This design comes from an exercise in tuning for small area and a short achievable clock period on the open sky130 flow, not from production work.
In this exercise RTL edits were held to simulation tests only and were not proved equivalent to the original.
Power figures rest on the tool's default switching activity, not on a simulated workload.

==> flow/design.v <==
package core_package;
typedef enum logic [3:0] {
    fetch, 
    decode,  
    execute,
    memory,
    WB,
    stall,
    flush
} state;
typedef enum logic [6:0] {
        OPCODE_LOAD     = 7'b00000_11,
        OPCODE_MISC_MEM = 7'b00011_11, 
        OPCODE_OP_IMM   = 7'b00100_11,  
        OPCODE_AUIPC    = 7'b00101_11, 
        OPCODE_STORE    = 7'b01000_11, 
        OPCODE_OP       = 7'b01100_11, 
        OPCODE_LUI      = 7'b01101_11, 
        OPCODE_BRANCH   = 7'b11000_11, 
        OPCODE_JALR     = 7'b11001_11, 
        OPCODE_JAL      = 7'b11011_11, 
        OPCODE_SYSTEM   = 7'b11100_11
    } opcode_e;
typedef enum {
        INSTR_TYPE_R,
        INSTR_TYPE_I,
        INSTR_TYPE_S,
        INSTR_TYPE_B,
        INSTR_TYPE_U,
        INSTR_TYPE_J,
        INSTR_TYPE_SYSTEM,
        INSTR_TYPE_UNKNOWN
} instr_type_e;
typedef enum {
        ALU_ADD,
        ALU_SUB,
        ALU_XOR,
        ALU_OR,
        ALU_AND,
        ALU_SLL,
        ALU_SLT,
        ALU_SLTU,
        ALU_SRA,
        ALU_SRL,
        ALU_JALR,
        ALU_EQ,
        ALU_NE,
        ALU_LT,
        ALU_LTU,
        ALU_GE,
        ALU_GEU
    } alu_op_e;
typedef enum logic[2:0] {
    LB  = 3'b000,
    LH  = 3'b001,
    LW  = 3'b010,
    LBU = 3'b100,
    LHU = 3'b101
} load_funct3_e;
typedef enum logic[2:0] {
    FENCE = 3'b000,
    FENCE_I = 3'b001
} misc_mem_funct3_e;
typedef enum logic[2:0] {
    ADDI = 3'b000,
    SLTI = 3'b010,
    SLTIU = 3'b011,
    XORI = 3'b100,
    ORI = 3'b110,
    ANDI = 3'b111,
    SLLI = 3'b001,
    SR_LA_I = 3'b101
} op_imm_funct3_e;
typedef enum logic[2:0] {
    SB = 3'b000,
    SH = 3'b001,
    SW = 3'b010
} store_funct3_e;
typedef enum logic[2:0] {
    ADD_SUB = 3'b000,
    SLL = 3'b001,
    SLT = 3'b010,
    SLTU = 3'b011,
    XOR = 3'b100,
    SR_LA = 3'b101,
    OR = 3'b110,
    AND = 3'b111
} op_funct3_e;
typedef enum logic[2:0] {
    BEQ = 3'b000,
    BNE = 3'b001,
    BLT = 3'b100,
    BGE = 3'b101,
    BLTU = 3'b110,
    BGEU = 3'b111
} branch_funct3_e;
typedef enum logic[2:0] {
    ECALL_EBREAK = 3'b000,
    CSRRW = 3'b001,
    CSRRS = 3'b010,
    CSRRC = 3'b011,
    CSRRWI = 3'b101,
    CSRRSI = 3'b110,
    CSRRCI = 3'b111
} system_funct3_e;
typedef enum logic [2:0] {
    MUL = 3'b000,
    MULH = 3'b001,
    MULHSU = 3'b010,
    MULHU = 3'b011,
    DIV = 3'b100,
    DIVU = 3'b101,
    REM = 3'b110,
    REMU = 3'b111
} md_funct3_e;
typedef enum logic [1:0]{
    u_mode = 2'b00,
    s_mode = 2'b01,
    h_mode = 2'b10,
    m_mode = 2'b11
} machine_mode_e;
typedef enum logic [11:0] {
    cycle = 12'hC00,
    utime = 12'hC01,
    instret = 12'hC02,
    cycleh = 12'hC80,
    timeh = 12'hC81,
    instreth = 12'hC82,
    sstatus = 12'h100,
    sie = 12'h104,
    stvec = 12'h105,
    scounteren = 12'h106,
    senvcfg = 12'h10A,
    sscratch = 12'h140,
    sepc = 12'h141,
    scause = 12'h142,
    stval = 12'h143,
    sip = 12'h144,
    satp = 12'h180,
    scontext = 12'h5A8,
    mvenderid = 12'hF11,
    marchid = 12'hF12,
    mimpid = 12'hF13,
    mhartid = 12'hF14,
    mconfigptr = 12'hF15,
    mstatus = 12'h300,
    misa = 12'h301,
    medeleg = 12'h302,
    mideleg = 12'h303,
    mie = 12'h304,
    mtvec = 12'h305,
    mcounteren = 12'h306,
    mstatush = 12'h310,
    mscratch = 12'h340,
    mepc = 12'h341,
    mcause = 12'h342,
    mtval = 12'h343,
    mip = 12'h344,
    mtinst = 12'h34A,
    mtval2 = 12'h34B,
    menvcfg = 12'h30A,
    menvcfgh = 12'h31A,
    mseccfg = 12'h747,
    mseccfgh = 12'h757,
    pmpcfg_start = 12'h3A0,
    pmpaddr_start = 12'h3B0,
    mcycle = 12'hB00,
    minstret = 12'hB02,
    mcycleh = 12'hB80,
    minstreth = 12'hB81,
    mcountinhibit = 12'h120,
    tselect = 12'h7A0,
    tdata1 = 12'h7A1,
    tdata2 = 12'h7A2,
    tdata3 = 12'h7A3,
    mcontext = 12'h7A8,
    dcsr = 12'h7B0,
    dpc = 12'h7B1,
    dscratch = 12'h7B2,
    dscratch1 = 12'h7B3,
    SM_RET = 12'b000_00010,
    WFI  = 12'b000_00101
} csr_e;
typedef enum logic [1:0] { 
    off = 2'b00,
    nondirty_claen_someOn = 2'b01,
    nonDirty_someClean = 2'b10,
    come_dirty = 2'b11
} csr_mstatus_XS_e;
typedef enum { 
    SD=31,
    TSR=22,
    TW=21,
    TVM=20,
    MXR=19,      
    SUM=18,
    MPRV=17,     
    MPP1=12,     
    MPP0=11,
    SPP=8,       
    MPIE=7,      
    UBE=6,
    SPIE=5,      
    MIE=3,       
    SIE=1        
} mstatus_field_e;
typedef enum { 
    MBE=5,       
    SBE=4        
 } mstatush_field_e;
typedef enum { 
    MEIP = 11,   
    SEIP = 9,    
    MTIP = 7,    
    STIP = 5,    
    MSIP = 3,    
    SSIP = 1     
} mip_field_e;
typedef enum { 
    MEIE = 11,   
    SEIE = 9,    
    MTIE = 7,    
    STIE = 5,    
    MSIE = 3,    
    SSIE = 1     
} mie_field_e;
typedef enum logic [7:0]{
    s_s_interrupt = 1,
    m_s_interrupt = 3,
    s_t_interrupt = 5,
    m_t_interrupt = 7,
    s_e_interrupt = 9,
    m_e_interrupt = 11
} mcause_interrupt_e;
typedef enum logic [7:0] {
    instruction_address_missaligmened = 0,
    instruction_access_fault = 1,
    illegal_instruction = 2,
    breakpoint = 3,
    load_address_misaligned = 4,
    load_access_fault = 5,
    store_address_misaligned = 6,
    store_access_fault = 7,
    environment_call_from_u_mode = 8,
    environment_call_from_s_mode = 9,
    environment_call_from_m_mode = 11,
    instruction_page_fault = 12,
    load_page_fault = 13,
    store_page_fault = 15
} mcause_nonInterrupt_e;
typedef enum logic [1:0] {
    Direct = 0,
    Vectored = 1
} mtvec_mode_e;
typedef enum {
    CY=0,
    TM=1,
    IR=2,
    HPM3=3
} mcounteren_field_e;
typedef enum {
    A=0,
    I=8,
    S=18,
    U=20
} misa_e;
endpackage
import core_package::*;
module ALU_pre (
    input   logic [4:0]     op_i,
    input   logic [31:0]    a_i,
    input   logic [31:0]    b_i,
    output  logic [31:0]    p_o,
    output  logic [31:0]    g_o,
    output  logic [3:0]     sel_o
);
    logic is_add, is_sub, is_xor, is_or, is_and, is_sll, is_sra, is_srl;
    logic is_jalr, is_eq, is_ne, is_cmp, is_scmp, is_lt, is_shr, is_sh;
    logic neg, arith, kx, kn;
    always_comb begin
        is_add  = op_i == 5'd0;
        is_sub  = op_i == 5'd1;
        is_xor  = op_i == 5'd2;
        is_or   = op_i == 5'd3;
        is_and  = op_i == 5'd4;
        is_sll  = op_i == 5'd5;
        is_sra  = op_i == 5'd8;
        is_srl  = op_i == 5'd9;
        is_jalr = op_i == 5'd10;
        is_eq   = op_i == 5'd11;
        is_ne   = op_i == 5'd12;
        is_cmp  = (op_i == 5'd6) | (op_i == 5'd7) | (op_i == 5'd13) |
                  (op_i == 5'd14) | (op_i == 5'd15) | (op_i == 5'd16);
        is_scmp = (op_i == 5'd6) | (op_i == 5'd13) | (op_i == 5'd15);
        is_lt   = (op_i == 5'd6) | (op_i == 5'd7) | (op_i == 5'd13) | (op_i == 5'd14);
        is_shr  = is_sra | is_srl;
        is_sh   = is_shr | is_sll;
        neg     = is_sub | is_cmp | is_eq | is_ne;
        arith   = is_add | is_jalr | is_sub | is_cmp;
        kx      = arith | is_xor | is_or | is_eq | is_ne;
        kn      = is_or | is_and;
    end
    logic [31:0] x, n, m, a_rev;
    assign x = a_i ^ b_i;
    assign n = a_i & b_i;
    assign m = a_i & ~b_i;
    always_comb for (int i = 0; i < 32; i++) a_rev[i] = a_i[31-i];
    logic big;
    assign big = |b_i[31:5];
    always_comb begin
        p_o = ({32{kx}}     & (x ^ {32{neg}})) |
              ({32{kn}}     & n) |
              ({32{is_shr}} & a_i) |
              ({32{is_sll}} & a_rev);
        g_o = ({32{is_add | is_jalr}} & n) |
              ({32{is_sub | is_cmp}}  & m);
        if (is_scmp) g_o[31] = ~a_i[31] & b_i[31];
        if (is_jalr) p_o[0] = 1'b0;
        if (is_sub)  p_o[0] = x[0];
        if (is_cmp)  p_o[0] = is_lt;
        if (is_eq)   p_o[0] = 1'b0;
        if (is_ne)   p_o[0] = 1'b1;
        if (is_sub | is_cmp) g_o[0] = a_i[0] | ~b_i[0];
        if (is_eq | is_ne)   g_o[0] = ~x[0];
        if (is_sh)   g_o = {26'b0, is_sra, b_i[4:0] | {5{big}}};
        sel_o = {is_sll & ~big, is_sra | (is_srl & ~big), is_cmp | is_eq | is_ne,
                 ~(is_sh | is_cmp | is_eq | is_ne)};
    end
endmodule
module ALU (
    input   logic [31:0]    p_i,
    input   logic [31:0]    g_i,
    input   logic [3:0]     sel_i,
    output  logic [31:0]    result_o
);
    logic [31:0] c;             
    ALU_carry u_carry (
        .p_i (p_i),
        .g_i (g_i),
        .c_o (c)
    );
    logic [31:0] sr;
    ALU_shift u_shift (
        .a_i    (p_i),
        .amt_i  (g_i[4:0]),
        .fill_i (g_i[5] & p_i[31]),
        .r_o    (sr)
    );
    ALU_select u_select (
        .p_i      (p_i),
        .c_i      (c),
        .sr_i     (sr),
        .sel_i    (sel_i),
        .result_o (result_o)
    );
endmodule
module ALU_select (
    input   logic [31:0]    p_i,
    input   logic [31:0]    c_i,
    input   logic [31:0]    sr_i,
    input   logic [3:0]     sel_i,
    output  logic [31:0]    result_o
);
    logic sel_sll, sel_shr, sel_cmp, sel_add;
    assign {sel_sll, sel_shr, sel_cmp, sel_add} = sel_i;
    logic [31:0] other, r0, r1;
    always_comb begin
        for (int i = 0; i < 32; i++)
            other[i] = (sel_shr & sr_i[i]) | (sel_sll & sr_i[31-i]);
        r0 = other | ({32{sel_add}} & p_i);
        r1 = other | ({32{sel_add}} & ~p_i);
        r0[0] = other[0] | ((sel_add | sel_cmp) & p_i[0]);
        r1[0] = other[0] | (sel_add & p_i[0]) | (sel_cmp & ~p_i[0]);
        for (int i = 0; i < 32; i++) result_o[i] = c_i[i] ? r1[i] : r0[i];
    end
endmodule
module ALU_carry (
    input   logic [31:0]    p_i,
    input   logic [31:0]    g_i,
    output  logic [31:0]    c_o
);
    logic [31:0] gl [0:6];
    logic [31:0] pl [0:6];
    always_comb begin
        gl[0] = g_i;
        pl[0] = {p_i[31:1], 1'b0};
        for (int i = 0; i < 32; i++) begin
            if (i & 1) begin
                gl[1][i] = gl[0][i] | (pl[0][i] & gl[0][i-1]);
                pl[1][i] = pl[0][i] & pl[0][i-1];
            end else begin
                gl[1][i] = gl[0][i];
                pl[1][i] = pl[0][i];
            end
        end
        for (int l = 1; l < 5; l++) begin
            for (int i = 0; i < 32; i++) begin
                if ((i & 1) && i >= (1 << l) + 1) begin
                    gl[l+1][i] = gl[l][i] | (pl[l][i] & gl[l][i - (1 << l)]);
                    pl[l+1][i] = pl[l][i] & pl[l][i - (1 << l)];
                end else begin
                    gl[l+1][i] = gl[l][i];
                    pl[l+1][i] = pl[l][i];
                end
            end
        end
        for (int i = 0; i < 32; i++) begin
            if (!(i & 1) && i > 0) begin
                gl[6][i] = gl[5][i] | (pl[5][i] & gl[5][i-1]);
                pl[6][i] = pl[5][i] & pl[5][i-1];
            end else begin
                gl[6][i] = gl[5][i];
                pl[6][i] = pl[5][i];
            end
        end
        c_o = {gl[6][30:0], gl[6][31]};
    end
endmodule
module ALU_shift (
    input   logic [31:0]    a_i,
    input   logic [4:0]     amt_i,
    input   logic           fill_i,
    output  logic [31:0]    r_o
);
    assign r_o = 32'($signed({fill_i, a_i}) >>> amt_i);
endmodule
module alu_stage (
    input   logic           clk,
    input   logic [4:0]     op,
    input   logic [31:0]    a,
    input   logic [31:0]    b,
    output  logic [31:0]    y
);
    logic [31:0] p_d, g_d, p_q, g_q;
    logic [3:0]  sel_d, sel_q;
    logic [31:0] result;
    ALU_pre u_pre (
        .op_i  (op),
        .a_i   (a),
        .b_i   (b),
        .p_o   (p_d),
        .g_o   (g_d),
        .sel_o (sel_d)
    );
    always_ff @(posedge clk) begin
        p_q   <= p_d;
        g_q   <= g_d;
        sel_q <= sel_d;
        y     <= result;
    end
    ALU u_alu (
        .p_i      (p_q),
        .g_i      (g_q),
        .sel_i    (sel_q),
        .result_o (result)
    );
endmodule
==> flow/flow/run.sh <==
#!/bin/bash
# Standard layout, with plain buffers (instead of the delay cells that
# buffer_ports picks by default) on the input and output ports.
set -euo pipefail
bash standard.sh BUFFER_PORTS_ARGS="-buffer_cell sky130_fd_sc_hd__buf_2" finish > standard_make.log 2>&1
==> flow/standard.sh <==
#!/bin/bash
# synth_recipe.tcl (not shown) runs the flow's synth.tcl, then flattens the netlist and writes it again
# the make line also repeats each setting of config.mk as NAME=value (left out here)
make -C /OpenROAD-flow-scripts/flow DESIGN_CONFIG=/design/flow/config.mk WORK_HOME=/design/flow/orfs CLKGATE_MAP_FILE= SYNTH_SCRIPT=/design/flow/synth_recipe.tcl "${@:-finish}"
==> flow/config.mk <==
export PLATFORM = sky130hd
export DESIGN_NAME = alu_stage
export DESIGN_NICKNAME = alu_stage
export VERILOG_FILES = /design/flow/design.v
export SDC_FILE = /design/flow/constraint.sdc
export NUM_CORES = 4
export LEC_CHECK = 0
export ABC_AREA = 1
export CAP_MARGIN = 20
export CORE_MARGIN = 2
export CORE_UTILIZATION = 40
export SETUP_SLACK_MARGIN = 3.0
export SLEW_MARGIN = 20
export SYNTH_HIERARCHICAL = 1
export TNS_END_PERCENT = 100
==> flow/constraint.sdc <==
create_clock -name core_clock -period 5.0 [get_ports {clk}]
set_input_delay 1.0000 -clock core_clock [delete_from_list [all_inputs] [get_ports {clk}]]
set_output_delay 1.0000 -clock core_clock [all_outputs]
set_load 0.01 [all_outputs]
==> summary.txt, run 1 <==
Clock tree synthesis found a total of 100 sinks. Synthesis handed over a netlist of 1,561 instances. Remaining routing DRC violations: 0. During placement, the flow inserted port buffers numbering 101.

Summing the areas of all xor and xnor instances in the mapped netlist gives 0% of the synthesized area. At the pin with the least slew margin, the transition time is 1.132 ns. The synthesized design contains 100 register bits.

The number of I/O pins is 102, and the number of nets in the layout is 1,787. The average instance in the mapped netlist occupies 5.820 sq um. The synthesized-area fraction occupied by ao, oa, aoi and oai cells is 6.018%, and the largest incremental delay on the critical path is 0.54 ns. The part of the cycle the worst path needs works out to 39.07%. The synthesized netlist contains 33 unique library cells. The share of post-route cells with drive strength above 1 came out at 18.89%. The share of synthesized cell area in and, or, nand and nor gates is 48.16%, and the worst setup margin is 3.047 ns.

The final clock skew was 0.01262 ns; the placeable core region was 0.02243 sq mm. The routed design has 30,960 microns of wire. The run gives 0 as the final count of hold timing violations. Dominant cell type by count on the critical path: sky130_fd_sc_hd__nand2_1. The worst path needs 1.953 ns of the cycle, external delays included. The run gives 9 as the number of buffers added by the clock tree synthesis step.

Ranked by total cell area, the synthesized netlist is headed by sky130_fd_sc_hd__nand2_1, sky130_fd_sc_hd__dfxtp_1, sky130_fd_sc_hd__nand3_1. Yosys mapped a number of flops with a built-in enable equal to 0. The clock reaches the later pin of the worst-skew pair after 0.36 ns.

Data on the critical path is required at its endpoint by 5.29 ns. For this design the ratio of total power to cell area is 249.7 mW/mm^2. The run finished with no timing, DRC or antenna violations. The via-per-instance ratio was 5.123; the area fraction of the dominant cell type after synthesis was 22.27%.

For the full die area, the log shows 0.02393 sq mm. The most used flip-flop cell after synthesis is sky130_fd_sc_hd__dfxtp_1. Routability-driven placement finished with a final weighted congestion of 0.9187. Setup violations remaining at the end of the flow were counted as 0. The logs give 5.854 nW for the leakage power of the design and 0 for the remaining number of nets flagged by the antenna check after routing. The logs give 40.50% for the initial cell density of the core and 0 for the max-capacitance violation count. The number of antenna violations at the first check in global routing came out at 0. For this run the aggregate overflow at the end of global routing stands at 0.

In this run the clock root is driven by a sky130_fd_sc_hd__clkbuf_16. CTS clock-pin slew for the worst setup and hold paths: 0.07 ns. Summing the sequential cell areas from Yosys gives 22.04% of the chip area.

Derived from the worst setup path, the maximum achievable clock frequency is 0.5119 GHz. Excluding fillers, the count of instances in the completed layout stands at 1,942. The critical path capture point type was a register. The detailed-router iteration count before antenna repair was 6. The largest area contributor in the synthesized netlist is sky130_fd_sc_hd__nand2_1. The die is 154.7 microns wide. The multiplexer fraction of the synthesized cell area was 0%. The first routing iteration left 981 violations. The run gives 9,124 as the number of global-route vias before repair. The worst pin sits at a relative slew slack of 24.42%. The floorplan has 55 rows.

The worst setup path category was reg2reg. The signal on the critical path passes through nand2_1 -> nor2_1 -> inv_1 -> nor3_1 -> nand2_1 -> nand2_2 -> nand2_1 -> nand2_1 -> or2_2 -> nand3_1 -> nand2_1. On the final layout, the worst hold slack is 0.4971 ns. TritonCTS built the clock tree. Counting flops with an async set or reset pin after synthesis yields a share of 0%. No sink is reached through more buffers than the 2 on the longest clock path. Entering global routing, the biggest net connects 35 pins. The tools report the post-synthesis instance area as 0.009085 sq mm.

The run gives 0 ns as the setup TNS after final layout. The multi-input combinational cells in the finished layout cover a total of 0.006041 sq mm. The average wire per cell in the routed design came out at 15.94 microns.

The number of cells in the design after placement was 1,890. Synthesis produced a netlist with a net count of 1,696. The slowest cell on the critical path is sky130_fd_sc_hd__dfxtp_1. For the worst setup path, the data arrival time is 2.25 ns. For this run, the total global-route usage over all layers was measured as 25.33%. Setup repair after global routing could not meet its margin everywhere. For the first-pass GRT wire length, the log shows 47,840 microns.

The path class of the tightest hold or removal check is reg2reg. The logs give 2.044 ns for the worst slack at placement and 2,436 for the fill cell total of the finished layout. Along the worst path, the maximum fanout reaches 6. 0 antenna diodes ended up in the layout.

After synthesis, the largest family of logic cells by area is simple AND/OR/NAND/NOR gates. Across all layers, the routed design uses 9,948 vias. The register area was 0.002029 sq mm. The H-tree was split into 3 levels. For the maximum resistive drop on vdd, the log shows 0.1473 mV. The run gives 12 as the count of synthesis-stage warnings from yosys. The synthesized netlist devotes 8.952% of its cell area to adder and majority cells. The post-detailed-placement half-perimeter wirelength is 21,890 microns, and the overall die height is 154.7 microns. The worst setup path is launched from a register. The max-slew violation count is 0, and the synthesis-to-layout area growth is 17.09%.
-- placed cells by master (no fill, tap or decap), types with 3 or more instances in the layout --
cell | synthesis | final
sky130_fd_sc_hd__nand2_8 | 0 | 4
sky130_fd_sc_hd__o22ai_1 | 31 | 31
sky130_fd_sc_hd__buf_6 | 15 | 3
sky130_fd_sc_hd__nand3_2 | 17 | 21
sky130_fd_sc_hd__nor2_4 | 0 | 7
sky130_fd_sc_hd__buf_2 | 27 | 97
sky130_fd_sc_hd__dfxtp_1 | 100 | 86
sky130_fd_sc_hd__inv_2 | 7 | 9
sky130_fd_sc_hd__dfxtp_4 | 0 | 4
sky130_fd_sc_hd__inv_1 | 234 | 223
sky130_fd_sc_hd__nand2_4 | 0 | 4
sky130_fd_sc_hd__buf_4 | 10 | 23
sky130_fd_sc_hd__or2_2 | 31 | 31
sky130_fd_sc_hd__clkbuf_16 | 0 | 10
sky130_fd_sc_hd__ha_1 | 65 | 65
sky130_fd_sc_hd__nand3_1 | 262 | 254
sky130_fd_sc_hd__a21o_2 | 3 | 3
sky130_fd_sc_hd__buf_12 | 0 | 8
sky130_fd_sc_hd__inv_6 | 0 | 4
sky130_fd_sc_hd__nor2_2 | 6 | 7
sky130_fd_sc_hd__nand3_4 | 0 | 6
sky130_fd_sc_hd__o21ai_0 | 23 | 23
sky130_fd_sc_hd__clkinvlp_4 | 0 | 8
sky130_fd_sc_hd__nand2_2 | 24 | 35
sky130_fd_sc_hd__nor2_1 | 109 | 101
sky130_fd_sc_hd__clkinv_4 | 0 | 4
sky130_fd_sc_hd__a21o_1 | 5 | 5
sky130_fd_sc_hd__nand4_1 | 8 | 8
sky130_fd_sc_hd__o21ai_1 | 7 | 7
sky130_fd_sc_hd__a21oi_2 | 2 | 4
sky130_fd_sc_hd__a21oi_1 | 16 | 14
sky130_fd_sc_hd__dfxtp_2 | 0 | 10
sky130_fd_sc_hd__nand2_1 | 539 | 522
-- worst max-delay path: cells and delay by family (launching register included) --
family,cells,cell delay (ns)
buffers and inverters,1,0.10
AND/OR/NAND/NOR,10,1.24
flip-flops,1,0.54
-- modules after synthesis (local to each module, per instance) --
module	copies in the design	flops+latches	cell area, sq um	cells inside
ALU_pre	1	0	2967	561
alu_stage	1	100	2002	100
ALU_shift	1	0	1891	396
ALU_select	1	0	1179	270
ALU_carry	1	0	1040	232
ALU	1	0	7.507	2
-- kinds of logic after synthesis --
family / count (synthesis)
AOI/OAI and AO/OA: 91
adders and majority gates: 65
buffers and inverters: 305
DFF: 100
and+or+nand+nor: 1000
-- state kept, by name, indices dropped and copies added (netlist names) --
register  count
g_q          32
sel_q         4
y            32
p_q          32
-- power breakdown --
group / total (mW) / switching (mW) / internal [mW]
clock network: 0.711 / 0.359 / 0.351
logic: 0.941 / 0.599 / 0.342
registers: 1.00 / 0.112 / 0.892
total: 2.66 / 1.07 / 1.59
-- worst paths after layout --
check | from | end | slack, ns | depth (start not counted)
worst max register to register | p_q[27] | y[29] | 3.05 | 11
worst max-delay path | p_q[27] | y[29] | 3.05 | 11
worst min register to register | p_q[0] | y[0] | 0.50 | 2
worst min-delay path | p_q[0] | y[0] | 0.50 | 2
-- per-layer routing --
metal  vias to the layer above  track usage (%)  routed length, microns
met3                        66            2.354                    2112
met5                         -                0                       0
met1                      4394            34.85                   13740
met4                         0            12.87                    1239
met2                       428            39.58                   13870
li1                       5060                -                       -
-- stage by stage --
| step | power [mW] | util [%] | instance area [sq um] |
|---|---|---|---|
| after floorplan | 1.577 | - | 9085 |
| after CTS | 2.598 | 45.45 | 10200 |
| after global routing | 2.818 | 47.42 | 10640 |
| after detailed placement | 1.849 | 42.61 | 9559 |
| after global placement | 1.846 | 42.60 | 9557 |
| final | 2.656 | 47.42 | 10640 |
-- cells in the mapped netlist (3+ instances only) --
cell type / count
sky130_fd_sc_hd__buf_6: 15
sky130_fd_sc_hd__nand2_2: 24
sky130_fd_sc_hd__or2_2: 31
sky130_fd_sc_hd__buf_2: 27
sky130_fd_sc_hd__o22ai_1: 31
sky130_fd_sc_hd__dfxtp_1: 100
sky130_fd_sc_hd__nand3_1: 262
sky130_fd_sc_hd__a21oi_1: 16
sky130_fd_sc_hd__nor2_2: 6
sky130_fd_sc_hd__inv_2: 7
sky130_fd_sc_hd__nand2_1: 539
sky130_fd_sc_hd__nand3_2: 17
sky130_fd_sc_hd__ha_1: 65
sky130_fd_sc_hd__buf_4: 10
sky130_fd_sc_hd__inv_1: 234
sky130_fd_sc_hd__o21ai_1: 7
sky130_fd_sc_hd__buf_1: 3
sky130_fd_sc_hd__o21ai_0: 23
sky130_fd_sc_hd__nor2_1: 109
sky130_fd_sc_hd__clkbuf_1: 6
sky130_fd_sc_hd__nand4_1: 8
sky130_fd_sc_hd__a21o_1: 5
sky130_fd_sc_hd__a21o_2: 3
-- repair_timing --
item | 4_1_cts | 5_1_grt
hold endpoints to repair | 0 | 0
cloned | 7 | 3
setup endpoints to repair | 98 | 97
resized for setup | 41 | 84
hold buffers | 0 | 0
pin swaps | 3 | 15
setup buffers | 11 | 15
-- area by class of cell --
| type | instances | share of cell area [%] |
|---|---|---|
| timing repair buffer | 134 | 8.645 |
| tap | 285 | 3.352 |
| inverter | 243 | 9.080 |
| clock inverter | 7 | 0.6704 |
| clock buffer | 9 | 2.117 |
| timing repair inverter | 4 | 0.2705 |
| sequential | 100 | 19.08 |
| multi-input combinational | 1160 | 56.79 |
==> run 2: changes to the inputs <==
--- a/flow/design.v
+++ b/flow/design.v
@@ -312,8 +312,8 @@
               ({32{kn}}     & n) |
               ({32{is_shr}} & a_i) |
               ({32{is_sll}} & a_rev);
-        g_o = ({32{is_add | is_jalr}} & n) |
-              ({32{is_sub | is_cmp}}  & m);
+        for (int i = 0; i < 32; i++)
+            g_o[i] = a_i[i] & (b_i[i] ? (is_add | is_jalr) : (is_sub | is_cmp));
         if (is_scmp) g_o[31] = ~a_i[31] & b_i[31];
         if (is_jalr) p_o[0] = 1'b0;
         if (is_sub)  p_o[0] = x[0];
@@ -322,7 +322,7 @@
         if (is_ne)   p_o[0] = 1'b1;
         if (is_sub | is_cmp) g_o[0] = a_i[0] | ~b_i[0];
         if (is_eq | is_ne)   g_o[0] = ~x[0];
-        if (is_sh)   g_o = {26'b0, is_sra, b_i[4:0] | {5{big}}};
+        if (is_sh)   g_o[5:0] = {is_sra, b_i[4:0] | {5{big}}};   
         sel_o = {is_sll & ~big, is_sra | (is_srl & ~big), is_cmp | is_eq | is_ne,
                  ~(is_sh | is_cmp | is_eq | is_ne)};
     end
--- a/flow/config.mk
+++ b/flow/config.mk
@@ -9,7 +9,7 @@
 export CAP_MARGIN = 20
 export CORE_MARGIN = 2
 export CORE_UTILIZATION = 40
-export SETUP_SLACK_MARGIN = 3.0
+export SETUP_SLACK_MARGIN = 2.8
 export SLEW_MARGIN = 20
 export SYNTH_HIERARCHICAL = 1
 export TNS_END_PERCENT = 100
==> summary.txt, run 2 <==
The combinational cell fraction of total power is 34.4%. The switching fraction of total power was 39.77%; the clock insertion delay at the later pin of the skew report was 0.36 ns. The floorplan step defined a die boundary enclosing 0.02308 sq mm.

The length in cells of the worst reg-to-reg path is 8, and the overall routed net length is 28,340 microns. In this run the power spent charging and discharging nets is 1.081 mW. The number of core rows is 54, and the number of I/O pins is 102. In the post-synthesis netlist, the cell with the most instances is sky130_fd_sc_hd__nand2_1.

On the final layout, the worst hold slack is 0.5541 ns. The average instance in the mapped netlist occupies 5.772 sq um. 0 antenna diodes ended up in the layout.

The pin slew with the least headroom to its limit is 1.016 ns. For this run, asynchronously set or reset flops after synthesis account for 0%. The run gives 8,582 as the number of global-route vias before repair. The number of placed instances, taps included, is 1,845. The internal portion of the total power is 1.637 mW.

For this run, the top clock speed supported by timing is 0.4720 GHz. The number of vias in the routed layout is 9,525. The die is 151.9 microns tall. The share of post-route cells with drive strength above 1 was 15.74%. At the worst endpoint, the arrival time is 2.35 ns. The worst setup path is of the in2reg kind.

The number of synthesized flops with an enable pin works out to 0. The core region is 0.02162 sq mm. The run finished with no timing, DRC or antenna violations. The largest registers in the layout are g_q x32, p_q x32, y x32. The total nets after synthesis was 1,620; the highest net fanout along the worst path was 7.

For the remaining routing DRC violations, the log shows 0. Synthesis inferred 100 register bits. On the final layout, the worst clock skew is 0.01080 ns.

CTS placed an instance of sky130_fd_sc_hd__clkbuf_16 at the clock tree root. Leaving out fill and tap cells, the most frequent cell in the layout is sky130_fd_sc_hd__nand2_1. The total of endpoints with negative setup slack in the final report was 0; the synthesized instance count was 1,516. STA puts the critical path data required time at 5.23 ns. Entering global routing, the biggest net connects 35 pins. No sink is reached through more buffers than the 2 on the longest clock path. For this configuration, the core starts out at a cell density of 40.47%.

The area of placed instances is 0.009241 sq mm, and the fill cell total of the finished layout is 2,403. In this run the critical register-to-register path is launched from g_q[4]. The H-tree was split into 3 levels. For this run, the slowest stage of the critical path takes 0.23 ns.

The first global-routing pass estimated 45,280 microns of wire. The tools report the critical path capture point type as a register. The clock network burns 28.4% of the power.

The number of antenna violations at the first check in global routing came out at 0. The run gives 1,687 as the number of nets in the layout. The first routing iteration left 820 violations. TritonCTS built the clock tree. Slowest cell on the critical path: sky130_fd_sc_hd__nand3_2. The setup TNS after final layout came out at 0 ns. STA classifies the critical path startpoint as an input pin. CTS clock-pin slew for the worst setup and hold paths: 0.08 ns. The tightest slew margin relative to the limit is 32.20%, and the slack of the worst reg-to-reg path is 2.91 ns.

Compared with the post-synthesis result, the final layout area differs by 10.77%. In this run the critical register-to-register path is captured at y[9]. Sequential cells burn 37.2% of the power. TritonCTS created 9 clock buffers. For the sequential cell area fraction in the yosys report, the log shows 22.88%. The total congestion overflow after global routing is 0, and the final count of hold timing violations is 0.

In the final routed layout, each cell accounts on average for 15.17 microns. The max-capacitance violation count is 0. Setup repair after global routing could not meet its margin everywhere.

After synthesis, the most frequently instantiated cells are sky130_fd_sc_hd__nand2_1, sky130_fd_sc_hd__nand3_1, sky130_fd_sc_hd__inv_1, sky130_fd_sc_hd__dfxtp_1, sky130_fd_sc_hd__nor2_1. Across the VDD grid, the largest voltage drop is 0.1438 mV. Summed over all cells, the static leakage comes to 5.652 nW. The final critical path time including I/O delays and setup was 2.119 ns; the total of buffers placed on input and output ports was 101. The remaining number of nets flagged by the antenna check after routing was 0.

With fillers left out, the area of the finished cells amounts to 0.009693 sq mm. The tools report the max-slew violation count as 0. Following the worst setup path forward leads to its endpoint at g_q[0]. In the post-synthesis netlist, the biggest area contributors are sky130_fd_sc_hd__nand2_1, sky130_fd_sc_hd__dfxtp_1, sky130_fd_sc_hd__nand3_1.

The part of the cycle the worst path needs was 42.38%. The cell area that synthesis handed to floorplanning was 0.008751 sq mm. Before antenna repair, the detailed router went through 5 iterations. Routability-driven placement finished with a final weighted congestion of 0.9162. The top cell types in the final layout, fill and taps aside, are sky130_fd_sc_hd__nand2_1, sky130_fd_sc_hd__nand3_1, sky130_fd_sc_hd__inv_1, sky130_fd_sc_hd__buf_2, sky130_fd_sc_hd__dfxtp_1. Dividing total power by cell area gives a power density of 280.4 mW/mm^2.

In this run the worst setup path begins at op[3]. The post-detailed-placement half-perimeter wirelength is 21,480 microns. The via-per-instance ratio works out to 5.099. Summed over its instances, the top area cell type makes up 24.28% of the synthesized netlist area. The signal on the critical path passes through buf_2 -> nor2_1 -> nand2_2 -> nor2_4 -> inv_1 -> nand3_2 -> nand2_1 -> nand2_1 -> nand3_1. The die extent in x works out to 151.9 microns.

Buffers inserted to repair hold after CTS numbered 0. Dominant cell type by count on the critical path: sky130_fd_sc_hd__nand2_1. Clock tree synthesis found a total of 100 sinks. For this run, the number of Yosys warnings is 12. The number of different library cells used by synthesis comes to 36. After the flow finishes, the layout carries non-filler instances totaling 1,868. For this run, the leading register cell type out of synthesis is sky130_fd_sc_hd__dfxtp_1. Global routing used 24.19% of the available tracks across all layers. The worst hold path belongs to the class reg2reg. The largest area contributor in the synthesized netlist is sky130_fd_sc_hd__nand2_1.
run 2: logic make-up after synthesis:
family / synth area share (%)
compound gates: 6.663
simple gates: 50.74
buf+inv: 14.86
flops: 22.88
fa+ha+maj: 4.861
run 2: area by class of cell:
type | count | area, sq um | area share, %
repair buffers | 114 | 629.4 | 6.493
well taps | 280 | 350.3 | 3.614
clock buffers | 10 | 239.0 | 2.465
repair inverters | 2 | 15.01 | 0.1549
flip-flops and latches | 100 | 2008 | 20.72
inverters | 228 | 875.8 | 9.036
multi-input cells | 1128 | 5498 | 56.72
clock inverters | 6 | 77.57 | 0.8003
run 2: worst max-delay path, delay by kind of cell:
| kind | cells | cell delay [ns] |
|---|---|---|
| buf+inv | 2 | 0.31 |
| simple gates | 7 | 1.04 |
run 2: metal layers:
metal | vias up | GRT usage [%] | wire length, microns
met5 | - | 0 | 0
met2 | 303 | 38.97 | 12870
li1 | 4909 | - | -
met4 | 0 | 8.011 | 786
met1 | 4265 | 33.50 | 13010
met3 | 48 | 3.109 | 1682
run 2: timing repair:
action,4_1_cts,5_1_grt
gates resized for setup,4,18
buffers inserted,0,3
endpoints found under the hold margin,0,0
gates cloned,1,2
endpoints found under the setup margin,55,69
run 2: how the worst min path moves through the flow:
stage | start | to | slack (ns) | cells past startpoint
2_1_floorplan | p_q[0] | y[0] | 0.44 | 2
3_3_place_gp | sel_q[1] | y[0] | 0.53 | 4
3_5_place_dp | p_q[0] | y[0] | 0.53 | 2
4_1_cts | p_q[0] | y[0] | 0.55 | 2
5_1_grt | p_q[0] | y[0] | 0.58 | 2
6_report | sel_q[1] | y[0] | 0.55 | 4
run 2: per-module statistics from Yosys (local to each module, per instance):
module | flip-flops and latches | cell area (sq um)
ALU | 0 | 7.507
ALU_carry | 0 | 1040
ALU_shift | 0 | 1891
alu_stage | 100 | 2002
ALU_select | 0 | 1179
ALU_pre | 0 | 2633
run 2: power groups by stage:
stage / clock [mW] / combinational, mW / sequential, mW
floorplan: 0 / 0.637 / 1.00
global placement: 0 / 0.889 / 1.04
detailed placement: 0 / 0.896 / 1.04
CTS: 0.780 / 0.902 / 1.02
global route: 0.815 / 1.06 / 1.03
finish: 0.772 / 0.935 / 1.01
run 2: per-stage QoR:
stage,power [mW],setup WS [ns],utilization (%)
global route,2.897,2.781,44.83
CTS,2.699,2.813,44.30
floorplan,1.641,3.026,-
finish,2.718,2.881,44.83
global placement,1.926,2.365,42.74
detailed placement,1.932,2.373,42.74
==> run 3: changes to the inputs <==
--- a/flow/config.mk
+++ b/flow/config.mk
@@ -9,7 +9,8 @@
 export CAP_MARGIN = 20
 export CORE_MARGIN = 2
 export CORE_UTILIZATION = 40
-export SETUP_SLACK_MARGIN = 2.8
+export CTS_BUF_LIST = sky130_fd_sc_hd__clkbuf_8
+export SETUP_SLACK_MARGIN = 3.0
 export SLEW_MARGIN = 20
 export SYNTH_HIERARCHICAL = 1
 export TNS_END_PERCENT = 100
==> summary.txt, run 3 <==
The flow ran to the end and the layout has no timing, DRC or antenna violations. The most repeated cell in the gate-level netlist after synthesis was sky130_fd_sc_hd__nand2_1. After synthesis the cells add up to 0.008751 sq mm. In this run, synthesis inferred 0 flip-flops with an integrated enable.

The average cell area after synthesis came out at 5.772 sq um. The worst setup path is launched from an input pin. The die covers 0.02308 sq mm. Ranked by total cell area, the synthesized netlist is headed by sky130_fd_sc_hd__nand2_1, sky130_fd_sc_hd__dfxtp_1, sky130_fd_sc_hd__nand3_1. Leaving out fill and tap cells, the most frequent cells in the layout are sky130_fd_sc_hd__nand2_1, sky130_fd_sc_hd__nand3_1, sky130_fd_sc_hd__inv_1, sky130_fd_sc_hd__buf_2, sky130_fd_sc_hd__dfxtp_1. The number of antenna violations at the first check in global routing is 0, and the max-capacitance violation count is 0.

The detail route stage leaves a number of antenna-violating nets equal to 0. Area of placed instances: 0.009241 sq mm. At the placement stage, the worst setup path has a slack of 2.373 ns. The pin slew with the least headroom to its limit is 0.6240 ns.

In this run, the number of DRC markers left after iteration 0 of detailed routing was 945. After floorplanning, the core was divided into 54 placement rows. The max-slew violation count came out at 0. TritonCTS built the clock tree. The largest registers in the layout are g_q x32, p_q x32, y x32. Most used flip-flop cell after synthesis: sky130_fd_sc_hd__dfxtp_1. Counting every sink on the clock net gives 100. Power comes to 2.631 mW. In this run the register-to-register setup slack is 3.13 ns.

The Yosys step of the flow raised 12 warnings. The unique cell type count in the Yosys netlist was 36. For the number of nets in the layout, the log shows 1,719. The global-route total usage across every layer came out at 24.70%. The number of cells on the worst reg-to-reg path is 14.

Of the cells placed in the final design, the portion with a size suffix greater than 1 is 19.44%. During I/O placement, the number of pins put on the boundary was 102. The logs give 9 for the number of buffers added by the clock tree synthesis step and 29,800 microns for the overall routed net length.

Setup violations remaining at the end of the flow were counted as 0. The synthesis-to-layout area growth was 15.54%; the pin count of the biggest net entering global routing was 35. Input and output buffers added on the ports amount to 101.

The leakage power of the design was 5.840 nW; the number of H-tree levels was 3. The finished cells cover 0.01011 sq mm. The run gives 8,697 as the number of global-route vias before repair. Setup repair after global routing could not meet its margin everywhere. The final clock skew is 0.01378 ns, and the post-detailed-placement half-perimeter wirelength is 21,480 microns. The tools report the remaining routing DRC violations as 0.

The worst path uses 39.83% of the clock period. The initial utilization of the core area, before any placement, comes to 40.47%. The critical path ends at p_q[18]. Adding up every negative setup slack in the final design gives 0 ns.

The final count of hold timing violations is 0. Of all cell types, the one taking the most synthesized area is sky130_fd_sc_hd__nand2_1. The power density over the cells came out at 260.3 mW/mm^2.

The fmax was 0.5021 GHz. The sequential cell area fraction in the yosys report was 22.88%. The endpoint identified for the worst register-to-register timing path is y[31].

VDD sags by at most 0.1135 mV. In the synthesized netlist, the number of instances is 1,516. The first global-routing pass estimated 46,220 microns of wire. In this run the worst setup path begins at op[1]. The startpoint of the worst register-to-register path was g_q[1]. At the worst endpoint, the arrival time is 2.29 ns. No sink is reached through more buffers than the 2 on the longest clock path.

The number of vias in the routed layout is 9,868. For the detailed-router iteration count before antenna repair, the log shows 7. The hold path startpoint was sel_q[1]. In this run the biggest area consumer among cell types represents 24.28% of the synthesized area. The floorplan step set the die height to 151.9 microns. The die extent in x works out to 151.9 microns. The congestion estimate from routability-driven global placement came to 0.9162. The worst pin sits at a relative slew slack of 58.30%.

The most common library cell in the layout ignoring fill and taps is sky130_fd_sc_hd__nand2_1. The via-per-instance ratio was 5.194. The later pin in the worst-skew pair is clocked with a latency of 0.40 ns. In the synthesized netlist the async set-or-reset flop fraction comes to 0%.

Across all hold checks on the routed design, the worst slack comes to 0.5671 ns. Of all nets on the critical path, the largest fanout is 7. For the finished layout, the period the worst path requires is 1.992 ns. In this run the standard cell core region covers 0.02162 sq mm.

Clock-pin slew was measured on the worst setup and hold paths at 0.11 ns. In the final routed layout, each cell accounts on average for 15.68 microns. The number of register bits inferred by synthesis is 100, and the data required time of the critical path is 5.30 ns. The repair_antennas step left the layout with diodes totalling 0. Across all setup checks in the final design, the least slack found is 3.008 ns.

The total congestion overflow after global routing is 0. The worst setup path category is in2reg. CTS placed an instance of sky130_fd_sc_hd__clkbuf_8 at the clock tree root. Kind of path behind the tightest hold check: reg2reg. When the netlist entered floorplanning its net count stood at 1,620.

STA classifies the critical path endpoint as a register. In the synthesized netlist, the cells that appear most often are sky130_fd_sc_hd__nand2_1, sky130_fd_sc_hd__nand3_1, sky130_fd_sc_hd__inv_1, sky130_fd_sc_hd__dfxtp_1, sky130_fd_sc_hd__nor2_1.
-- run 3: logic make-up (layout without fill, tap and decap cells) --
logic type / Yosys count / count (layout) / share of synthesized area, %
and+or+nand+nor: 997 / 1000 / 50.74
buffers and inverters: 289 / 390 / 14.86
DFF: 100 / 100 / 22.88
AOI/OAI and AO/OA: 96 / 96 / 6.663
adders and majority gates: 34 / 34 / 4.861
-- run 3: cell type report --
| cell class | count | area (sq um) |
|---|---|---|
| clock buffers | 10 | 137.6 |
| clock inverters | 6 | 77.57 |
| fillers | 2369 | 11510 |
| inverters | 228 | 897.1 |
| multi-input cells | 1130 | 5597 |
| flip-flops and latches | 100 | 2037 |
| well taps | 280 | 350.3 |
| repair buffers | 143 | 992.2 |
| repair inverters | 3 | 22.52 |
-- run 3: worst min path at each step --
stage	to	slack, ns	cells past startpoint
2_1_floorplan	y[0]	0.44	2
3_3_place_gp	y[0]	0.53	4
3_5_place_dp	y[0]	0.53	2
4_1_cts	y[0]	0.55	2
5_1_grt	y[0]	0.59	2
6_report	y[0]	0.57	4
-- run 3: where the power goes --
part / total [mW] / internal, mW / switching, mW
sequential: 1.02 / 0.903 / 0.113
combinational: 1.02 / 0.376 / 0.644
clock: 0.597 / 0.255 / 0.341
total: 2.63 / 1.53 / 1.10
-- run 3: per-layer routing --
layer  up-vias  part of all wire (%)  wire length, microns  track usage (%)
li1       4989                     -                     -                -
met4         0                   3.3                   986            8.278
met2       388                    45                 13540            40.41
met5         -                     0                     0                0
met1      4430                    44                 13240            33.84
met3        61                   6.8                  2035            2.909
-- run 3: per-stage QoR --
stage / utilization [%] / cells
after global routing: 46.77 / 1900
after detailed placement: 42.74 / 1845
after global placement: 42.74 / 1845
after floorplan: - / 1516
final: 46.77 / 1900
after CTS: 44.56 / 1873
-- run 3: timing repair --
item,4_1_cts,5_1_grt
pin swaps,3,10
hold buffers,0,0
setup buffers,8,21
endpoints found under the setup margin,77,94
gates resized for setup,25,55
cloned,4,5
-- run 3: worst max-delay path, stage by stage --
cell	delay, ns
sky130_fd_sc_hd__buf_2	0.15
sky130_fd_sc_hd__nand2_4	0.10
sky130_fd_sc_hd__inv_1	0.05
sky130_fd_sc_hd__nand3_1	0.10
sky130_fd_sc_hd__and2_4	0.18
sky130_fd_sc_hd__nand2_4	0.08
sky130_fd_sc_hd__nor2_4	0.15
sky130_fd_sc_hd__buf_4	0.19
sky130_fd_sc_hd__nand2_4	0.13
sky130_fd_sc_hd__nand2_1	0.08
sky130_fd_sc_hd__nand3_1	0.07
-- run 3: Yosys stat by module, one instance, submodules excluded --
| module | copies in the design | flops+latches |
|---|---|---|
| ALU_select | 1 | 0 |
| alu_stage | 1 | 100 |
| ALU_shift | 1 | 0 |
| ALU_carry | 1 | 0 |
| ALU | 1 | 0 |
| ALU_pre | 1 | 0 |
==> run 4: changes to the inputs <==
--- a/flow/config.mk
+++ b/flow/config.mk
@@ -9,7 +9,6 @@
 export CAP_MARGIN = 20
 export CORE_MARGIN = 2
 export CORE_UTILIZATION = 40
-export CTS_BUF_LIST = sky130_fd_sc_hd__clkbuf_8
 export SETUP_SLACK_MARGIN = 3.0
 export SLEW_MARGIN = 20
 export SYNTH_HIERARCHICAL = 1
==> summary.txt, run 4 <==
The run gives 0.9162 as the global placer's final weighted congestion. The floorplan step defined a die boundary enclosing 0.02308 sq mm. The logs give 0 for the final count of hold timing violations and 40.47% for the initial cell density of the core. The logs give 54 for the number of core rows and 3.11 ns for the slack of the worst reg-to-reg path. The logs give 0 ns for the setup TNS after final layout and 0 for the max-capacitance violation count. Detailed routing inserted a total of 9,813 vias.

Global routing used 24.74% of the available tracks across all layers. The total congestion overflow after global routing is 0. The worst setup path is of the in2reg kind. The highest net fanout along the worst path is 8. Across the VDD grid, the largest voltage drop is 0.1467 mV. The share of flip-flops with an asynchronous set or reset after synthesis came out at 0%.

The worst setup path is captured at a register. The logs give 100 for the number of sinks handled by clock tree synthesis and 2,347 for the fill cell total of the finished layout. The tools report the startpoint of the worst register-to-register path as g_q[1]. The number of cells in the design after placement came out at 1,845. The max-slew violation count is 0. The run gives 46,240 microns as the first-pass GRT wire length.

Setup violations remaining at the end of the flow were counted as 0. Via-per-instance ratio: 5.165. In this run, synthesis produced a sequential element count of 100.

Buffers inserted during clock tree synthesis total 9. For the worst setup path, the data required time is 5.30 ns. The run gives 0 as the remaining routing DRC violations.

After synthesis the cells add up to 0.008751 sq mm. Clock-pin slew was measured on the worst setup and hold paths at 0.07 ns. The area fraction of the dominant cell type after synthesis works out to 24.28%. The most used flip-flop cell after synthesis was sky130_fd_sc_hd__dfxtp_1. The total area inside the core boundary comes to 0.02162 sq mm.

Each instance of the synthesized netlist takes up on average 5.772 sq um. The tightest slew margin relative to the limit is 59.89%. The number of antenna violations at the first check in global routing was 0; the diode insertion count for antenna repair was 0. Counting every instance in the synthesized netlist gives 1,516. The number of global-route vias before repair was 8,691; the count of synthesis-stage warnings from yosys was 12.

The routed design uses 13,860 microns of met2 wire. Power spread over the standard cell area amounts to 273.8 mW/mm^2. Entering global routing, the biggest net connects 35 pins.

The largest registers in the layout are g_q x32, p_q x32, y x32. The sum of internal, switching and leakage power came out at 2.802 mW. Routed length on met1: 13,210 microns. The tightest min-delay check is of the reg2reg type.

The clock insertion delay at the later pin of the skew report came out at 0.36 ns. In this run the remaining antenna-violating nets after routing total 0. The hold path startpoint is sel_q[1]. After clock tree synthesis, the flow added hold-fix buffers numbering 0. Setup repair after global routing could not meet its margin everywhere. The number of nets in the synthesized netlist is 1,620. Yosys mapped a number of flops with a built-in enable equal to 0.

Leaving out fill and tap cells, the most frequent cells in the layout are sky130_fd_sc_hd__nand2_1, sky130_fd_sc_hd__nand3_1, sky130_fd_sc_hd__inv_1, sky130_fd_sc_hd__buf_2, sky130_fd_sc_hd__dfxtp_1. The longest clock path from root to sink contains 2 buffers. The part of the cycle the worst path needs was 39.58%; the pin slew with the least headroom to its limit was 0.6001 ns. The run gives 847 as the number of design-rule violations left by the first detailed-router iteration. The run gives 1,900 as the number of standard cells in the final layout excluding fillers. For the final database, setup skew stands at 0.01005 ns. The overall die height works out to 151.9 microns. Uppermost metal layer occupied by signal nets: met4. The run finished with no timing, DRC or antenna violations. By area the synthesized netlist is led by sky130_fd_sc_hd__nand2_1, sky130_fd_sc_hd__dfxtp_1, sky130_fd_sc_hd__nand3_1. Post-detailed-placement half-perimeter wirelength: 21,480 microns.

The critical path starts at op[2]. The detailed-router iteration count before antenna repair was 5; the leakage power of the design was 5.891 nW. In this run the count of I/O pins placed on the die edge is 102. The synthesized netlist contains 36 unique library cells.

In the final routed layout, each cell accounts on average for 15.71 microns. The root buffer cell chosen for the clock tree is sky130_fd_sc_hd__clkbuf_16. The data arrival time of the critical path is 2.28 ns.

The run gives 1,719 as the number of nets in the layout. Yosys instantiated no cell more often than sky130_fd_sc_hd__nand2_1. Most common library cell in the layout ignoring fill and taps: sky130_fd_sc_hd__nand2_1. The routed design has 29,850 microns of wire. The share of post-route cells with drive strength above 1 is 19.32%. Summed over all instances, the cell type with the most area after synthesis is sky130_fd_sc_hd__nand2_1. The number of H-tree levels is 3.

The final critical path time including I/O delays and setup was 1.979 ns; the synthesis-to-layout area growth was 16.91%. The commonest cells after synthesis are sky130_fd_sc_hd__nand2_1, sky130_fd_sc_hd__nand3_1, sky130_fd_sc_hd__inv_1, sky130_fd_sc_hd__dfxtp_1, sky130_fd_sc_hd__nor2_1. TritonCTS built the clock tree.

The worst setup path is launched from an input pin. Fmax: 0.5054 GHz. The routed design uses 1902 microns of met3 wire. Input and output buffers added on the ports amount to 101. The sequential cell area fraction in the yosys report came out at 22.88%.

The die extent in x came out at 151.9 microns.
-- run 4: cell counts after synthesis --
Identical to the previous run, type by type.
-- run 4: logic make-up (layout without fill, tap and decap cells) --
logic type      count (synthesis)  in the layout  share of synthesized area (%)
buf+inv                       289            389                          14.86
simple gates                  997           1001                          50.74
compound gates                 96             96                          6.663
fa+ha+maj                      34             34                          4.861
flops                         100            100                          22.88
-- run 4: where the power goes --
part / internal (mW) / switching, mW
sequential: 0.901 / 0.113
clock: 0.413 / 0.358
combinational: 0.373 / 0.645
total: 1.69 / 1.12
-- run 4: timing repair --
action                                  4_1_cts  5_1_grt
endpoints found under the setup margin       92       93
pin swaps                                     3       10
setup buffers                                11       18
hold endpoints to repair                      0        0
cloned                                        4        5
gates resized for setup                      26       56
-- run 4: per-layer routing --
metal | track usage [%] | up-vias
met5 | 0 | -
met4 | 8.500 | 0
met3 | 3.023 | 51
met2 | 40.20 | 366
met1 | 33.96 | 4413
li1 | - | 4983
-- run 4: final timing paths --
check | to | cells after the start
hold reg to reg | y[0] | 4
hold / removal | y[0] | 4
setup reg to reg | y[31] | 14
setup / recovery | p_q[15] | 9
-- run 4: worst max-delay path: stages --
cell,delay (ns)
sky130_fd_sc_hd__buf_2,0.15
sky130_fd_sc_hd__nor2_4,0.15
sky130_fd_sc_hd__nand2_4,0.10
sky130_fd_sc_hd__nor2_4,0.15
sky130_fd_sc_hd__clkinvlp_4,0.25
sky130_fd_sc_hd__buf_12,0.23
sky130_fd_sc_hd__nand2_8,0.10
sky130_fd_sc_hd__nand2_1,0.07
sky130_fd_sc_hd__nand3_1,0.07
-- run 4: stage by stage --
stage / util (%) / instance area [sq um] / hold WS [ns] / worst slack [ns]
after floorplan: - / 8751 / 0.4425 / 3.026
after global placement: 42.74 / 9241 / 0.5298 / 2.365
after detailed placement: 42.74 / 9241 / 0.5346 / 2.373
after CTS: 45.15 / 9762 / 0.5483 / 2.997
after global routing: 47.32 / 10230 / 0.5786 / 2.945
final: 47.32 / 10230 / 0.5584 / 3.021
-- run 4: cell type report --
cell class / count / area (sq um) / share of cell area (%)
Timing Repair inverter: 3 / 22.52 / 0.2201
Clock inverter: 6 / 77.57 / 0.7582
Clock buffer: 10 / 239.0 / 2.336
Multi-Input combinational cell: 1131 / 5650 / 55.23
Inverter: 228 / 897.1 / 8.768
Timing Repair Buffer: 142 / 969.7 / 9.478
Tap cell: 280 / 350.3 / 3.424
Sequential cell: 100 / 2024 / 19.79
-- run 4: per-module statistics from Yosys (local to each module, per instance) --
module | area [sq um] | cells inside | flops+latches
ALU | 7.507 | 2 | 0
ALU_carry | 1040 | 232 | 0
ALU_pre | 2633 | 516 | 0
ALU_select | 1179 | 270 | 0
ALU_shift | 1891 | 396 | 0
alu_stage | 2002 | 100 | 100
==> run 5: changes to the inputs <==
--- a/flow/config.mk
+++ b/flow/config.mk
@@ -12,4 +12,4 @@
 export SETUP_SLACK_MARGIN = 3.0
 export SLEW_MARGIN = 20
 export SYNTH_HIERARCHICAL = 1
-export TNS_END_PERCENT = 100
+export TNS_END_PERCENT = 0
==> summary.txt, run 5 <==
STA classifies the critical path endpoint as a register. Setup violations remaining at the end of the flow were counted as 0. In this run the worst path has a maximum fanout of 15.

The average wire per cell in the routed design is 15.49 microns. For this configuration, the core starts out at a cell density of 40.47%. The sequential cell area fraction in the yosys report was 22.88%. The max-slew violation count is 0, and the power density over the cells is 275.7 mW/mm^2. The run gives 0 as the total congestion overflow after global routing.

The post-route standard cell area excluding fillers came out at 0.01004 sq mm. The worst setup path category is in2reg. Derived from the worst setup path, the maximum achievable clock frequency is 0.4910 GHz. The tool flagged a number of max-cap violations equal to 0. The synthesis-to-layout area growth came out at 14.76%. By area the synthesized netlist is led by sky130_fd_sc_hd__nand2_1, sky130_fd_sc_hd__dfxtp_1, sky130_fd_sc_hd__nand3_1. In this run the tightest slew margin relative to its limit is 58.91%. The clock tree synthesis step divided the H-tree into 3 levels. The count of synthesis-stage warnings from yosys is 12. The largest incremental delay on the critical path came out at 0.24 ns.

For the data arrival time of the critical path, the log shows 2.34 ns. The maximum resistive drop on vdd is 0.1428 mV, and the die extent in x is 151.9 microns. The floorplan has 54 rows. The run finished with no timing, DRC or antenna violations. For the pin with the worst max-slew slack, the measured transition is 0.6149 ns. Counting every net in the synthesized netlist gives 1,620. Setup total negative slack on the finished layout was measured at 0 ns.

Clock tree synthesis found a total of 100 sinks. The worst hold path belongs to the class reg2reg. In the routed layout, each cell is associated on average with a via count of 5.151. The most common library cell in the layout ignoring fill and taps is sky130_fd_sc_hd__nand2_1.

Between clock sinks in the finished design, the worst skew comes to 0.01062 ns. The destination of the critical timing path was p_q[1]. Of all cell types, the one taking the most synthesized area is sky130_fd_sc_hd__nand2_1. In this design, the largest share of critical-path delay is due to simple AND/OR/NAND/NOR gates. Counting the buffers created by CTS gives 9. Hold is met by 0.5565 ns. The highest metal layer carrying signal wires in the routed design is met4. The clock passes through at most 2 buffers.

The post-synthesis instance area came out at 0.008751 sq mm. The slowest stage of the critical path belongs to the cell sky130_fd_sc_hd__clkinvlp_4. The first TritonRoute pass finished after 5 iterations. In this run, post-CTS hold repair placed 0 buffers.

0 antenna diodes ended up in the layout. The number of I/O pins is 102. The final count of hold timing violations was 0.

The number of buffers and inverters on the critical path was 3. Among all cell types in the netlist, the one instantiated most often is sky130_fd_sc_hd__nand2_1. In the layout the commonest cells are sky130_fd_sc_hd__nand2_1, sky130_fd_sc_hd__nand3_1, sky130_fd_sc_hd__inv_1, sky130_fd_sc_hd__buf_2, sky130_fd_sc_hd__dfxtp_1.

In this run the worst setup path begins at op[2]. The post-detailed-placement half-perimeter wirelength was 21,480 microns. The tools report the destination of the worst register-to-register timing path as y[25].

The logs give 35 for the pin count of the biggest net entering global routing and 0.36 ns for the clock insertion delay at the later pin of the skew report. In this run the number of cells on the critical path is 9. Detailed routing inserted a total of 9,720 vias. Average cell area after synthesis: 5.772 sq um. TritonCTS built the clock tree. In the final design database the tool counted 1,706 nets. The first routing iteration left 850 violations. The critical path goes through buf_2 -> nor2_2 -> nand2_4 -> nor2_4 -> clkinvlp_4 -> buf_12 -> nand2_8 -> nand2_1 -> nand3_1. The worst register-to-register path begins at g_q[4].

The number of synthesized flops with an enable pin was 0; the remaining number of nets flagged by the antenna check after routing was 0. In the final layout, the registers with the most flip-flops are g_q x32, p_q x32, y x32. At the worst endpoint, the required time is 5.30 ns. The number of antenna violations at the first check in global routing is 0. STA classifies the critical path startpoint as an input pin.

The length in cells of the worst reg-to-reg path was 8; the area fraction of the dominant cell type after synthesis was 24.28%. The routed design uses 13,430 microns of met2 wire. The routed design uses 1946 microns of met3 wire. After detailed routing, the number of remaining DRC violations is 0. The number of different library cells used by synthesis comes to 36. The CTS clock-pin slew for the worst setup and hold paths was 0.08 ns; the slack of the worst reg-to-reg path was 3.01 ns. The tools report the leakage power of the design as 5.814 nW. The number of global-route vias before repair is 8,599, and the synthesized instance count is 1,516.

The first global-routing pass estimated 45,620 microns of wire. Setup repair after global routing could not meet its margin everywhere. The routed length on met1 came out at 12,990 microns. After synthesis, the share of flip-flops with an asynchronous set or reset is 0%. The full die area is 0.02308 sq mm, and the part of the cycle the worst path needs is 40.73%. The number of register bits inferred by synthesis was 100.

The congestion estimate from routability-driven global placement came to 0.9162. The overall die height is 151.9 microns. The region available for standard cell placement spans 0.02162 sq mm.

The total of buffers placed on input and output ports is 101. The commonest cells after synthesis are sky130_fd_sc_hd__nand2_1, sky130_fd_sc_hd__nand3_1, sky130_fd_sc_hd__inv_1, sky130_fd_sc_hd__dfxtp_1, sky130_fd_sc_hd__nor2_1. The most used flip-flop cell after synthesis was sky130_fd_sc_hd__dfxtp_1. In the final layout, the share of cells above drive strength 1 is 17.73%. After detailed placement, the total cell area comes to 0.009241 sq mm. The overall routed net length came out at 29,240 microns.

The tools report the global-route total usage across every layer as 24.38%. The root buffer selected by CTS was sky130_fd_sc_hd__clkbuf_16. After layout, the minimum clock period comes to 2.037 ns.
## run 5: cell counts after synthesis
Identical to the previous run, type by type.
## run 5: final cells by class
cell class / instances / area (sq um)
inverters: 228 / 894.6
clock inverters: 6 / 77.57
repair inverters: 2 / 15.01
flip-flops and latches: 100 / 2017
clock buffers: 10 / 239.0
repair buffers: 131 / 869.6
well taps: 280 / 350.3
multi-input cells: 1130 / 5579
fillers: 2376 / 11580
## run 5: cells by family (layout without fill, tap and decap cells)
| family | after synthesis | after routing | share of synthesized area, % |
|---|---|---|---|
| AND/OR/NAND/NOR | 997 | 1000 | 50.74 |
| buffers and inverters | 289 | 377 | 14.86 |
| flip-flops | 100 | 100 | 22.88 |
| AO/OA/AOI/OAI | 96 | 96 | 6.663 |
| adder cells (fa/ha/maj) | 34 | 34 | 4.861 |
## run 5: timing repair
| item | in CTS | in global routing |
|---|---|---|
| endpoints found under the setup margin | 92 | 96 |
| setup buffers | 3 | 16 |
| pin swaps | 1 | 7 |
| gates resized for setup | 13 | 43 |
| cloned | 2 | 4 |
## run 5: worst min path at each step
stage	start	to	slack (ns)	cells past startpoint
floorplan	p_q[0]	y[0]	0.44	2
global placement	sel_q[1]	y[0]	0.53	4
detailed placement	p_q[0]	y[0]	0.53	2
CTS	p_q[0]	y[0]	0.55	2
global route	p_q[0]	y[0]	0.58	2
finish	sel_q[1]	y[0]	0.56	4
## run 5: metal layers
layer	vias to the layer above	global-route usage [%]
li1	4957	-
met1	4353	33.54
met2	356	39.66
met3	54	3.052
met4	0	8.011
met5	-	0
## run 5: tightest hold or removal path, stage by stage, from the launching register on
cell	delay (ns)
sky130_fd_sc_hd__dfxtp_1	0.31
sky130_fd_sc_hd__nand2_1	0.06
sky130_fd_sc_hd__nand2_1	0.04
sky130_fd_sc_hd__nand2_1	0.05
sky130_fd_sc_hd__nand2_1	0.04
## run 5: per-module statistics from Yosys, one instance, submodules excluded
module	times used	flops+latches	cells inside
alu_stage	1	100	100
ALU_shift	1	0	396
ALU_pre	1	0	516
ALU	1	0	2
ALU_select	1	0	270
ALU_carry	1	0	232
## run 5: power by group
part	total (mW)	switching [mW]	internal [mW]
Combinational	0.988	0.631	0.357
Clock	0.768	0.356	0.412
Sequential	1.01	0.112	0.900
Total	2.77	1.10	1.67
## run 5: metrics by stage
stage	setup WS, ns	util, %	cells	total power [mW]
5_1_grt	2.908	46.45	1887	2.948
4_1_cts	2.875	44.61	1866	2.708
3_5_place_dp	2.373	42.74	1845	1.932
6_report	2.963	46.45	1887	2.768
2_1_floorplan	3.026	-	1516	1.641
3_3_place_gp	2.365	42.74	1845	1.926
==> run 6: changes to the inputs <==
--- a/flow/config.mk
+++ b/flow/config.mk
@@ -11,5 +11,4 @@
 export CORE_UTILIZATION = 40
 export SETUP_SLACK_MARGIN = 3.0
 export SLEW_MARGIN = 20
-export SYNTH_HIERARCHICAL = 1
-export TNS_END_PERCENT = 0
+export TNS_END_PERCENT = 100
==> summary.txt, run 6 <==
The flow ran to the end and the layout has no timing, DRC or antenna violations. The clock network is responsible for 28.3% of the overall power. Largest area contributor in the synthesized netlist: sky130_fd_sc_hd__dfxtp_1. After detailed placement, the total cell area comes to 0.008488 sq mm.

For this design the top-level I/O count stands at 102. The run gives 0 as the number of antenna violations at the first check in global routing. Setup repair after global routing could not meet its margin everywhere. The run gives 0.01946 sq mm as the placeable core region. The run gives 0 as the max-slew violation count.

The tree is rooted in a sky130_fd_sc_hd__clkbuf_16. The final critical path time including I/O delays and setup is 2.001 ns, and the number of cells in the design after placement is 1,580. Counting every net in the synthesized netlist gives 1,375.

The logs give 0 ns for the setup TNS after final layout and 1,453 for the number of nets in the layout. The number of global-route vias before repair is 8,292. In the synthesized netlist, the number of instances is 1,271.

For the unique cell type count in the Yosys netlist, the log shows 42. The area growth from synthesis to layout is 18.42%. The logs give 30,290 microns for the overall routed net length and 2,052 for the fill cell total of the finished layout. Summing the sequential cell areas from Yosys gives 25.17% of the chip area. Across all layers, the routed design uses 9,116 vias. The reported net switching power was 1.075 mW; the initial cell density of the core was 40.87%. Share of flip-flops with an asynchronous set or reset after synthesis: 0%. The largest incremental delay on the critical path is 0.24 ns. Worst setup path category: in2reg.

Entering global routing, the biggest net connects 35 pins. For the first-pass GRT wire length, the log shows 46,310 microns. The slowest stage of the critical path belongs to the cell sky130_fd_sc_hd__bufinv_16. Between clock sinks in the finished design, the worst skew comes to 0.01268 ns. In this run the tightest slew margin relative to its limit is 57.88%.

The tools report the hold path startpoint as g_q[30]. The global-route total usage across every layer is 28.10%. The data arrival time of the critical path is 2.22 ns, and the fmax is 0.4996 GHz.

For the worst-skew pair, the clock arrives at the later sink with an insertion delay of 0.37 ns. The most used flip-flop cell after synthesis is sky130_fd_sc_hd__dfxtp_1. The most repeated cell in the gate-level netlist after synthesis is sky130_fd_sc_hd__nand2_1. After detailed routing, the number of vias per cell comes to 5.631. The maximum clock path buffer count is 2. The critical path startpoint was op[0]. The final critical path takes up 40.03% of the cycle. The tools report the number of buffers added by the clock tree synthesis step as 9. The remaining routing DRC violations came out at 0. The initialized floorplan defines 51 standard-cell rows. The CTS clock-pin slew for the worst setup and hold paths is 0.07 ns. The number of sinks handled by clock tree synthesis is 100. Leaving out fill and tap cells, the most frequent cells in the layout are sky130_fd_sc_hd__nand2_1, sky130_fd_sc_hd__nand3_1, sky130_fd_sc_hd__inv_1, sky130_fd_sc_hd__buf_2, sky130_fd_sc_hd__dfxtp_1. The top cell type by area accounts for 25.17% of the synthesized area. Total power for the finished layout comes to 2.716 mW.

The synthesized design contains 0 enable-type register cells. The die is 145.0 microns tall. The cell area that synthesis handed to floorplanning was 0.007955 sq mm. Of the cells placed in the final design, the portion with a size suffix greater than 1 is 17.43%. The count of buffers added on input and output ports is 101.

Of the total power, registers draw 36.5%. The count of synthesis-stage warnings from yosys is 6. The full die area came out at 0.02103 sq mm. The leakage power of the design was 4.572 nW. The dominant cell type by count on the critical path is sky130_fd_sc_hd__nand2_2. Dividing the synthesized area by the synthesized cell count gives 6.259 sq um.

The largest registers in the layout are g_q x32, p_q x32, y x32. The pre-antenna-repair detailed-routing pass consisted of 5 iterations. Walking the worst path, the cells encountered are clkbuf_4 -> nand2_2 -> inv_1 -> o21ai_2 -> nand2_2 -> nor2_2 -> nand2_2 -> bufinv_16 -> o2111ai_1. For this design the ratio of total power to cell area is 288.3 mW/mm^2.

Highest net fanout along the worst path: 16. The worst register-to-register path begins at p_q[12]. The number of H-tree levels was 3; the global placer's final weighted congestion was 0.9107.
==> run 6: cell count changes after synthesis, sizes merged, moves of 8 or more <==
cell | previous run | this run
buf | 57 | 42
o22ai | 31 | 9
o21ai | 9 | 110
a21oi | 41 | 72
a22oi | 0 | 17
or2 | 31 | 2
nor2 | 49 | 41
inv | 227 | 141
nand3 | 299 | 269
a221oi | 0 | 15
o211ai | 1 | 14
clkbuf | 4 | 20
nand2 | 601 | 343
==> run 6: final cells by class <==
class,count,area (sq um),area share (%)
multi-input combinational,972,5294,56.20
sequential,100,2029,21.54
timing repair buffer,121,784.5,8.328
inverter,142,633.1,6.721
tap,265,331.6,3.520
clock buffer,10,239.0,2.537
clock inverter,6,78.83,0.8368
timing repair inverter,3,30.03,0.3188
==> run 6: metrics by stage <==
stage / setup slack [ns] / hold WS [ns]
after floorplan: 2.983 / 0.4685
after global placement: 2.282 / 0.5087
after detailed placement: 2.275 / 0.5164
after CTS: 2.996 / 0.5202
after global routing: 2.873 / 0.5735
final: 2.999 / 0.5238
==> run 6: cells by family (layout without fill, tap and decap cells) <==
| kind of cell | Yosys count | count (layout) | share of synthesized area [%] |
|---|---|---|---|
| and+or+nand+nor | 677 | 682 | 37.98 |
| AOI/OAI and AO/OA | 255 | 255 | 19.74 |
| buffers and inverters | 204 | 282 | 11.62 |
| DFF | 100 | 100 | 25.17 |
| adders and majority gates | 34 | 34 | 5.348 |
| muxes | 1 | 1 | 0.1415 |
==> run 6: path summary, 6_finish.rpt <==
check / end / slack, ns / cells past startpoint
min: y[31] / 0.52 / 3
max reg2reg: y[30] / 3.04 / 11
min reg2reg: y[31] / 0.52 / 3
max: p_q[30] / 3.00 / 9
==> run 6: power by group through the flow <==
stage	clock [mW]	combinational (mW)	sequential (mW)
floorplan	0	0.578	0.991
detailed placement	0	0.857	1.01
global route	0.804	1.05	1.00
CTS	0.776	0.914	0.988
global placement	0	0.857	1.00
finish	0.768	0.958	0.990
==> run 6: worst max-delay path: cells and delay by family <==
kind	cells	cell delay, ns
AOI/OAI and AO/OA	2	0.35
and+or+nand+nor	4	0.39
buffers and inverters	3	0.47
==> run 6: repair_timing <==
item                       4_1_cts  5_1_grt
cloned                           9        2
pin swaps                        6        7
gates resized for setup         50       54
setup endpoints to repair       98       61
setup buffers                    6        6
==> run 6: metal layers <==
metal / routed length [microns] / GRT usage [%] / up-vias
met4: 1165 / 13.27 / 0
met3: 2188 / 2.987 / 54
met5: 0 / 0 / -
met2: 13730 / 45.26 / 409
met1: 13210 / 37.71 / 4146
li1: - / - / 4507

Re-timed with assumed drivers on the ports (clkbuf_16 on the clock, buf_2 on other inputs), run 6 has 3.031 ns of setup slack against 2.999 ns with ideal ports, and 2.619 ns once port delays also move by the mid clock arrival of 0.411 ns.
